This is an optimization exercise on Yosys and OpenROAD, whose aim is small area, not a production implementation.
At most, simulation tests tie the RTL to the original design; equivalence was not proved.
Power and IR drop assume default switching activity.

before:
## Top_Circuit
module Top_Circuit(clk, rst, start, start_addr, end_addr, max_diff, busy, scl, sda_out, sda_oe, sda_in);
==> module Top_Circuit, before the edit <==
module Top_Circuit(clk, rst, start, start_addr, end_addr, max_diff, busy, scl, sda_out, sda_oe, sda_in);
input clk, rst, start;
input [7:0] start_addr, end_addr;
output [7:0] max_diff;
output reg busy;
output reg scl, sda_out, sda_oe;
input sda_in;
localparam IDLE = 3'd0, PRE = 3'd1, FRM = 3'd2, RX = 3'd3, FIN = 3'd4, STOP = 3'd5;
reg [2:0] ph;
reg [5:0] c;
reg [1:0] fr;
reg wp;
reg [7:0] sr, ia, mn, mx;
reg [7:0] diff, ia_inc;
reg [5:0] c_inc;
reg lte, sr_le_y, cy;
wire [7:0] y = c[1] ? mx : mn;
integer k;
always @* begin
	cy = 1'b1;
	for (k = 0; k < 8; k = k + 1) begin
		diff[k] = mx[k] ^ ~mn[k] ^ cy;
		cy = (mx[k] & ~mn[k]) | (cy & (mx[k] ^ ~mn[k]));
	end
	cy = 1'b1;
	for (k = 0; k < 8; k = k + 1) begin
		ia_inc[k] = ia[k] ^ cy;
		cy = cy & ia[k];
	end
	cy = 1'b1;
	for (k = 0; k < 6; k = k + 1) begin
		c_inc[k] = c[k] ^ cy;
		cy = cy & c[k];
	end
	lte = 1'b1; sr_le_y = ~c[1];
	for (k = 0; k < 8; k = k + 1) begin
		lte = (~ia[k] & end_addr[k]) | (~ia[k] & lte) | (end_addr[k] & lte);
		sr_le_y = (~sr[k] & y[k]) | (~sr[k] & sr_le_y) | (y[k] & sr_le_y);
	end
end
assign max_diff = wp ? diff : 8'd0;
wire [2:0] kb = c[4:2];
reg bitv;
always @* begin
	case (fr)
		2'd1: bitv = wp | sr[7];
		2'd3: bitv = sr[7];
		default: bitv = (kb == 3'd0) || (kb == 3'd2) || (kb == 3'd6) || (kb == 3'd7 && fr[1]);
	endcase
end
reg busy_c;
always @* begin
	scl = 1'b1; sda_oe = 1'b1; sda_out = 1'b1;
	busy_c = 1'b1;
	case (ph)
		IDLE: busy_c = 1'b0;
		PRE: sda_out = (c < 6'd7);
		FRM: begin
			if (!c[5]) begin
				scl = c[1]; sda_out = bitv;
			end else begin
				sda_oe = 1'b0;
				scl = (c == 6'd35) || (c == 6'd36) || (fr == 2'd2 && c == 6'd37);
			end
		end
		RX: begin
			if (c == 6'd28) begin scl = 1'b1; sda_out = 1'b0; end
			else if (c == 6'd29) begin scl = 1'b0; sda_out = 1'b0; end
			else begin scl = 1'b0; sda_oe = 1'b0; end
		end
		FIN: if (c == 6'd18) begin scl = 1'b0; sda_oe = 1'b0; end
		STOP: begin
			case (c)
				6'd0, 6'd4: sda_out = 1'b0;
				6'd2: scl = 1'b0;
				6'd5: busy_c = (fr != 2'd3);
				default: ;
			endcase
		end
		default: ;
	endcase
end
wire rx_shift = (ph == RX) && !c[0] && (c >= 6'd2) && (c <= 6'd16);
wire tx_shift = (ph == FRM) && fr[0] && !c[5] && (c[1:0] == 2'b11);
always @(posedge clk) begin
	busy <= busy_c;
	if (ph == IDLE) wp <= 1'b0;
	else if (ph == FIN && c == 6'd21) wp <= 1'b1;
	if (ph == IDLE) sr <= start_addr;
	else if (ph == FRM && fr == 2'd1 && wp) sr <= diff;
	else if (rx_shift || tx_shift) sr <= {sr[6:0], sda_in};
	if (ph == PRE && c == 6'd0) ia <= start_addr;
	if (ph == IDLE) begin
		mn <= 8'hFF; mx <= 8'h00;
	end else if (ph == RX && c == 6'd17 && lte) begin
		ia <= ia_inc;
		if (sr_le_y) mn <= sr;
	end else if (ph == RX && c == 6'd18 && !sr_le_y) mx <= sr;
	if (rst) begin
		ph <= IDLE;
	end else begin
		c <= c_inc;
		case (ph)
			IDLE: begin
				c <= 6'd0; fr <= 2'd0;
				if (start) ph <= PRE;
			end
			PRE: if (c == 6'd8) begin ph <= FRM; c <= 6'd0; end
			FRM: if (c == 6'd38) begin
				case (fr)
					2'd0: begin c <= 6'd0; fr <= 2'd1; end
					2'd1: if (wp) begin c <= 6'd63; fr <= 2'd3; end
					      else begin ph <= PRE; c <= 6'd6; fr <= 2'd2; end
					2'd2: begin ph <= RX; c <= 6'd1; end
					default: begin ph <= STOP; c <= 6'd0; end
				endcase
			end
			RX: begin
				if (c == 6'd17 && !lte) ph <= FIN;
				if (c == 6'd29) c <= 6'd0;
			end
			FIN: begin
				if (c == 6'd22) begin ph <= STOP; c <= 6'd0; end
			end
			STOP: if (c == 6'd5) begin
				if (fr == 2'd3) c <= 6'd5;
				else begin ph <= PRE; c <= 6'd6; fr <= 2'd0; end
			end
			default: ;
		endcase
	end
end
endmodule
clock: 5.0 ns
lec_check: 0
cap_margin: 20
core_margin: 2
core_utilization: 40
place_density: 0.6
slew_margin: 20
standard.sh (not shown) runs the stock make flow with config.mk's settings and CLKGATE_MAP_FILE= SYNTH_SCRIPT=/design/flow/synth_recipe.tcl, a recipe that flattens the netlist after the stock synthesis.
==> flow/flow/run.sh <==
#!/bin/bash
# The standard ORFS layout (standard.sh) with changes that only affect which cells are
# chosen: synthesis maps logic with an area-oriented abc script and leaves adders as plain
# gates for abc (no half/full adder cells), and port buffers use the smallest buffer cell.
set -euo pipefail
here=$PWD
export BUFFER_PORTS_ARGS="-buffer_cell sky130_fd_sc_hd__buf_1"
export ADDER_MAP_FILE=
export AREA_ABC_SCRIPT=$here/flow/area.abc
export FLOW_SYNTH_TCL=$here/synth_recipe.tcl
sed "s|SYNTH_SCRIPT=[^ ]*|SYNTH_SCRIPT=$here/flow/synth_area.tcl|" standard.sh > standard_area_synth.sh
bash standard_area_synth.sh synth > synth_flow.log 2>&1
bash standard.sh > standard_flow.log 2>&1
==> flow/flow/area.abc <==
strash; ifraig; scorr; dc2; strash; dch -f; map -a; strash; dch -f; map -a; strash; dch -f; map -a; topo
==> flow/flow/synth_area.tcl <==
# The standard synthesis (synth_recipe.tcl, sourced unchanged below) with one change:
# abc maps the logic with an area-oriented script (flow/area.abc) instead of ORFS's
# abc_speed/abc_area script. Registers are untouched by abc, so their names and cells stay
# those of the standard synthesis.
proc abc {args} {
  set i [lsearch -exact $args -script]
  if { $i >= 0 } { lset args [expr { $i + 1 }] $::env(AREA_ABC_SCRIPT) }
  yosys abc {*}$args
}
source $::env(FLOW_SYNTH_TCL)
The final layout from before, which completed every stage, passed the timing, design-rule and antenna checks at the end of the flow.
#### Input delta (after over before)
-- flow/design.v --
<<< before, line 12
reg wp;
reg [7:0] sr, ia, mn, mx;
reg [7:0] diff, ia_inc;
reg [5:0] c_inc;
>>> after, line 12
reg wp;
reg [7:0] sr, ia, mn, mx;
reg dbit;
reg [7:0] diff, ia_inc;
reg [5:0] c_inc;
<<< before, line 45
	case (fr)
		2'd1: bitv = wp | sr[7];
		2'd3: bitv = sr[7];
		default: bitv = (kb == 3'd0) || (kb == 3'd2) || (kb == 3'd6) || (kb == 3'd7 && fr[1]);
	endcase
>>> after, line 46
	case (fr)
		2'd1: bitv = wp | sr[7];
		2'd3: bitv = dbit;
		default: bitv = (kb == 3'd0) || (kb == 3'd2) || (kb == 3'd6) || (kb == 3'd7 && fr[1]);
	endcase
<<< before, line 82
end
wire rx_shift = (ph == RX) && !c[0] && (c >= 6'd2) && (c <= 6'd16);
wire tx_shift = (ph == FRM) && fr[0] && !c[5] && (c[1:0] == 2'b11);
always @(posedge clk) begin
	busy <= busy_c;
	if (ph == IDLE) wp <= 1'b0;
	else if (ph == FIN && c == 6'd21) wp <= 1'b1;
	if (ph == IDLE) sr <= start_addr;
	else if (ph == FRM && fr == 2'd1 && wp) sr <= diff;
	else if (rx_shift || tx_shift) sr <= {sr[6:0], sda_in};
	if (ph == PRE && c == 6'd0) ia <= start_addr;
>>> after, line 83
end
wire rx_shift = (ph == RX) && !c[0] && (c >= 6'd2) && (c <= 6'd16);
wire tx_shift = (ph == FRM) && (fr == 2'd1) && (c[1:0] == 2'b11);
always @(posedge clk) begin
	busy <= busy_c;
	dbit <= diff[~c_inc[4:2]];
	if (ph == IDLE) wp <= 1'b0;
	else if (ph == FIN && c == 6'd21) wp <= 1'b1;
	if (ph == IDLE) sr <= start_addr;
	else if (rx_shift || tx_shift) sr <= {sr[6:0], sda_in};
	if (ph == PRE && c == 6'd0) ia <= start_addr;
Notes after the runs:
- The final layout from before, which completed every stage, passed the timing, design-rule and antenna checks at the end of the flow.
- after | status: complete | timing, DRC, antenna: pass
- after vs. before: number of signal-net inverters in the final layout went up by 4.
- Compared after vs before, and multi-input logic cell count is up in after.
- Relative to before, the met1 demand-to-capacity share in global routing of after is lower by 2.7 points.
- Comparing after and before, the lower final routed wire length divided by cell count is on after.
- Relative to before, final setup skew has decreased by 0.0053 ns in after.
- before has a lower area after synthesis than after.
- Delta (after minus before): share of power burned in combinational logic now smaller; routed wire length now smaller.
The RTL of before was laid out without a check of its function.

The RTL this note starts from:
==> flow/design.v <==
module Top_Circuit(clk, rst, start, start_addr, end_addr, max_diff, busy, scl, sda_out, sda_oe, sda_in);
input clk, rst, start;
input [7:0] start_addr, end_addr;
output [7:0] max_diff;
output reg busy;
output reg scl, sda_out, sda_oe;
input sda_in;
localparam IDLE = 3'd0, PRE = 3'd1, FRM = 3'd2, RX = 3'd3, FIN = 3'd4, STOP = 3'd5;
reg [2:0] ph;
reg [5:0] c;
reg [1:0] fr;
reg wp;
reg [7:0] sr, ia, mn, mx;
reg dbit;
reg [7:0] diff, ia_inc;
reg [5:0] c_inc;
reg lte, sr_le_y, cy;
wire [7:0] y = c[1] ? mx : mn;
integer k;
always @* begin
	cy = 1'b1;
	for (k = 0; k < 8; k = k + 1) begin
		diff[k] = mx[k] ^ ~mn[k] ^ cy;
		cy = (mx[k] & ~mn[k]) | (cy & (mx[k] ^ ~mn[k]));
	end
	cy = 1'b1;
	for (k = 0; k < 8; k = k + 1) begin
		ia_inc[k] = ia[k] ^ cy;
		cy = cy & ia[k];
	end
	cy = 1'b1;
	for (k = 0; k < 6; k = k + 1) begin
		c_inc[k] = c[k] ^ cy;
		cy = cy & c[k];
	end
	lte = 1'b1; sr_le_y = ~c[1];
	for (k = 0; k < 8; k = k + 1) begin
		lte = (~ia[k] & end_addr[k]) | (~ia[k] & lte) | (end_addr[k] & lte);
		sr_le_y = (~sr[k] & y[k]) | (~sr[k] & sr_le_y) | (y[k] & sr_le_y);
	end
end
assign max_diff = wp ? diff : 8'd0;
wire [2:0] kb = c[4:2];
reg bitv;
always @* begin
	case (fr)
		2'd1: bitv = wp | sr[7];
		2'd3: bitv = dbit;
		default: bitv = (kb == 3'd0) || (kb == 3'd2) || (kb == 3'd6) || (kb == 3'd7 && fr[1]);
	endcase
end
reg busy_c;
always @* begin
	scl = 1'b1; sda_oe = 1'b1; sda_out = 1'b1;
	busy_c = 1'b1;
	case (ph)
		IDLE: busy_c = 1'b0;
		PRE: sda_out = (c < 6'd7);
		FRM: begin
			if (!c[5]) begin
				scl = c[1]; sda_out = bitv;
			end else begin
				sda_oe = 1'b0;
				scl = (c == 6'd35) || (c == 6'd36) || (fr == 2'd2 && c == 6'd37);
			end
		end
		RX: begin
			if (c == 6'd28) begin scl = 1'b1; sda_out = 1'b0; end
			else if (c == 6'd29) begin scl = 1'b0; sda_out = 1'b0; end
			else begin scl = 1'b0; sda_oe = 1'b0; end
		end
		FIN: if (c == 6'd18) begin scl = 1'b0; sda_oe = 1'b0; end
		STOP: begin
			case (c)
				6'd0, 6'd4: sda_out = 1'b0;
				6'd2: scl = 1'b0;
				6'd5: busy_c = (fr != 2'd3);
				default: ;
			endcase
		end
		default: ;
	endcase
end
wire rx_shift = (ph == RX) && !c[0] && (c >= 6'd2) && (c <= 6'd16);
wire tx_shift = (ph == FRM) && (fr == 2'd1) && (c[1:0] == 2'b11);
always @(posedge clk) begin
	busy <= busy_c;
	dbit <= diff[~c_inc[4:2]];
	if (ph == IDLE) wp <= 1'b0;
	else if (ph == FIN && c == 6'd21) wp <= 1'b1;
	if (ph == IDLE) sr <= start_addr;
	else if (rx_shift || tx_shift) sr <= {sr[6:0], sda_in};
	if (ph == PRE && c == 6'd0) ia <= start_addr;
	if (ph == IDLE) begin
		mn <= 8'hFF; mx <= 8'h00;
	end else if (ph == RX && c == 6'd17 && lte) begin
		ia <= ia_inc;
		if (sr_le_y) mn <= sr;
	end else if (ph == RX && c == 6'd18 && !sr_le_y) mx <= sr;
	if (rst) begin
		ph <= IDLE;
	end else begin
		c <= c_inc;
		case (ph)
			IDLE: begin
				c <= 6'd0; fr <= 2'd0;
				if (start) ph <= PRE;
			end
			PRE: if (c == 6'd8) begin ph <= FRM; c <= 6'd0; end
			FRM: if (c == 6'd38) begin
				case (fr)
					2'd0: begin c <= 6'd0; fr <= 2'd1; end
					2'd1: if (wp) begin c <= 6'd63; fr <= 2'd3; end
					      else begin ph <= PRE; c <= 6'd6; fr <= 2'd2; end
					2'd2: begin ph <= RX; c <= 6'd1; end
					default: begin ph <= STOP; c <= 6'd0; end
				endcase
			end
			RX: begin
				if (c == 6'd17 && !lte) ph <= FIN;
				if (c == 6'd29) c <= 6'd0;
			end
			FIN: begin
				if (c == 6'd22) begin ph <= STOP; c <= 6'd0; end
			end
			STOP: if (c == 6'd5) begin
				if (fr == 2'd3) c <= 6'd5;
				else begin ph <= PRE; c <= 6'd6; fr <= 2'd0; end
			end
			default: ;
		endcase
	end
end
endmodule
export LEC_CHECK = 0
export CAP_MARGIN = 20
export CORE_MARGIN = 2
export CORE_UTILIZATION = 40
export PLACE_DENSITY = 0.6
export SLEW_MARGIN = 20
create_clock -name core_clock -period 5.0 [get_ports {clk}]
run.sh (not shown) runs the stock make flow with config.mk's settings and CLKGATE_MAP_FILE= SYNTH_SCRIPT=/design/flow/synth_recipe.tcl, a recipe that flattens the netlist after the stock synthesis.
Stock flow here: none of the scripts above is used.
Change:
--- a/flow/design.v
+++ b/flow/design.v
@@ -9,15 +9,14 @@
 reg [2:0] ph;
 reg [5:0] c;
 reg [1:0] fr;
 reg wp;
 reg [7:0] sr, ia, mn, mx;
-reg dbit;
+reg f2;
 reg [7:0] diff, ia_inc;
 reg [5:0] c_inc;
-reg lte, sr_le_y, cy;
-wire [7:0] y = c[1] ? mx : mn;
+reg lte, sr_le_mn, mx_le_sr, cy;
 integer k;
 always @* begin
 	cy = 1'b1;
 	for (k = 0; k < 8; k = k + 1) begin
 		diff[k] = mx[k] ^ ~mn[k] ^ cy;
@@ -31,23 +30,24 @@
 	cy = 1'b1;
 	for (k = 0; k < 6; k = k + 1) begin
 		c_inc[k] = c[k] ^ cy;
 		cy = cy & c[k];
 	end
-	lte = 1'b1; sr_le_y = ~c[1];
+	lte = 1'b1; sr_le_mn = 1'b1; mx_le_sr = 1'b1;
 	for (k = 0; k < 8; k = k + 1) begin
 		lte = (~ia[k] & end_addr[k]) | (~ia[k] & lte) | (end_addr[k] & lte);
-		sr_le_y = (~sr[k] & y[k]) | (~sr[k] & sr_le_y) | (y[k] & sr_le_y);
+		sr_le_mn = (~sr[k] & mn[k]) | (~sr[k] & sr_le_mn) | (mn[k] & sr_le_mn);
+		mx_le_sr = (~mx[k] & sr[k]) | (~mx[k] & mx_le_sr) | (sr[k] & mx_le_sr);
 	end
 end
-assign max_diff = wp ? diff : 8'd0;
+assign max_diff = f2 ? diff : 8'd0;
 wire [2:0] kb = c[4:2];
 reg bitv;
 always @* begin
 	case (fr)
 		2'd1: bitv = wp | sr[7];
-		2'd3: bitv = dbit;
+		2'd3: bitv = diff[~kb];
 		default: bitv = (kb == 3'd0) || (kb == 3'd2) || (kb == 3'd6) || (kb == 3'd7 && fr[1]);
 	endcase
 end
 reg busy_c;
 always @* begin
@@ -83,29 +83,28 @@
 end
 wire rx_shift = (ph == RX) && !c[0] && (c >= 6'd2) && (c <= 6'd16);
 wire tx_shift = (ph == FRM) && (fr == 2'd1) && (c[1:0] == 2'b11);
 always @(posedge clk) begin
 	busy <= busy_c;
-	dbit <= diff[~c_inc[4:2]];
-	if (ph == IDLE) wp <= 1'b0;
-	else if (ph == FIN && c == 6'd21) wp <= 1'b1;
+	f2 <= wp;
 	if (ph == IDLE) sr <= start_addr;
 	else if (rx_shift || tx_shift) sr <= {sr[6:0], sda_in};
 	if (ph == PRE && c == 6'd0) ia <= start_addr;
 	if (ph == IDLE) begin
 		mn <= 8'hFF; mx <= 8'h00;
 	end else if (ph == RX && c == 6'd17 && lte) begin
 		ia <= ia_inc;
-		if (sr_le_y) mn <= sr;
-	end else if (ph == RX && c == 6'd18 && !sr_le_y) mx <= sr;
+		if (sr_le_mn) mn <= sr;
+		if (mx_le_sr) mx <= sr;
+	end
 	if (rst) begin
-		ph <= IDLE;
+		ph <= IDLE; wp <= 1'b0;
 	end else begin
 		c <= c_inc;
 		case (ph)
 			IDLE: begin
-				c <= 6'd0; fr <= 2'd0;
+				c <= 6'd0; fr <= 2'd0; wp <= 1'b0;
 				if (start) ph <= PRE;
 			end
 			PRE: if (c == 6'd8) begin ph <= FRM; c <= 6'd0; end
 			FRM: if (c == 6'd38) begin
 				case (fr)
@@ -119,10 +118,11 @@
 			RX: begin
 				if (c == 6'd17 && !lte) ph <= FIN;
 				if (c == 6'd29) c <= 6'd0;
 			end
 			FIN: begin
+				if (c == 6'd20) wp <= 1'b1;
 				if (c == 6'd22) begin ph <= STOP; c <= 6'd0; end
 			end
 			STOP: if (c == 6'd5) begin
 				if (fr == 2'd3) c <= 6'd5;
 				else begin ph <= PRE; c <= 6'd6; fr <= 2'd0; end
After rerunning: This time the run finished with negative setup slack left; total power decreases by 5.8%; register-to-register slack is better by 0.95 ns; synthesized cell count hardly moves; routed wire length barely changes; via count barely changes; combinational power decreases by 10%; utilization rises by 1.8 points; cell count goes up by about 2.1%; non-clock buffer count goes up by 6; die area grows by 2.6%; count of clock-buffer cells in the layout shrinks by 1.

separate check: timing with driven ports:
Ports are ideal in the flow. The routed layouts listed here were re-timed in OpenROAD. Step 1: set_driving_cell puts a clkbuf_16 on clk and a buf_2 on each other input, an assumption about the parent block. Step 2 adds t to the input delays and takes it off the output delays; t is the mean of the earliest and latest rising clock arrival at the registers after step 1. Input paths then give back, and output paths get back, about the clock's delay inside the block. a / b / c = ideal ports / drivers / drivers and shift; a / b = the first two.
| run | t (ns) | slack for setup (ns) | worst setup path at the end | worst data-port slew with drivers (ns) | pins driven straight from the clock port |
|---|---|---|---|---|---|
| before | 0.323 | 1.171 / 1.145 / 1.467 | register to output | 0.03 | 1 |
| after | 0.327 | 1.433 / 1.403 / 1.487 | input to register | 0.03 | 1 |
| the first run of note 2 | 0.331 | 0.288 / 0.258 / 0.589 | register to output | 0.03 | 1 |
| the second run of note 2 | 0.336 | -0.328 / -0.359 / -0.023 | register to output | 0.03 | 1 |
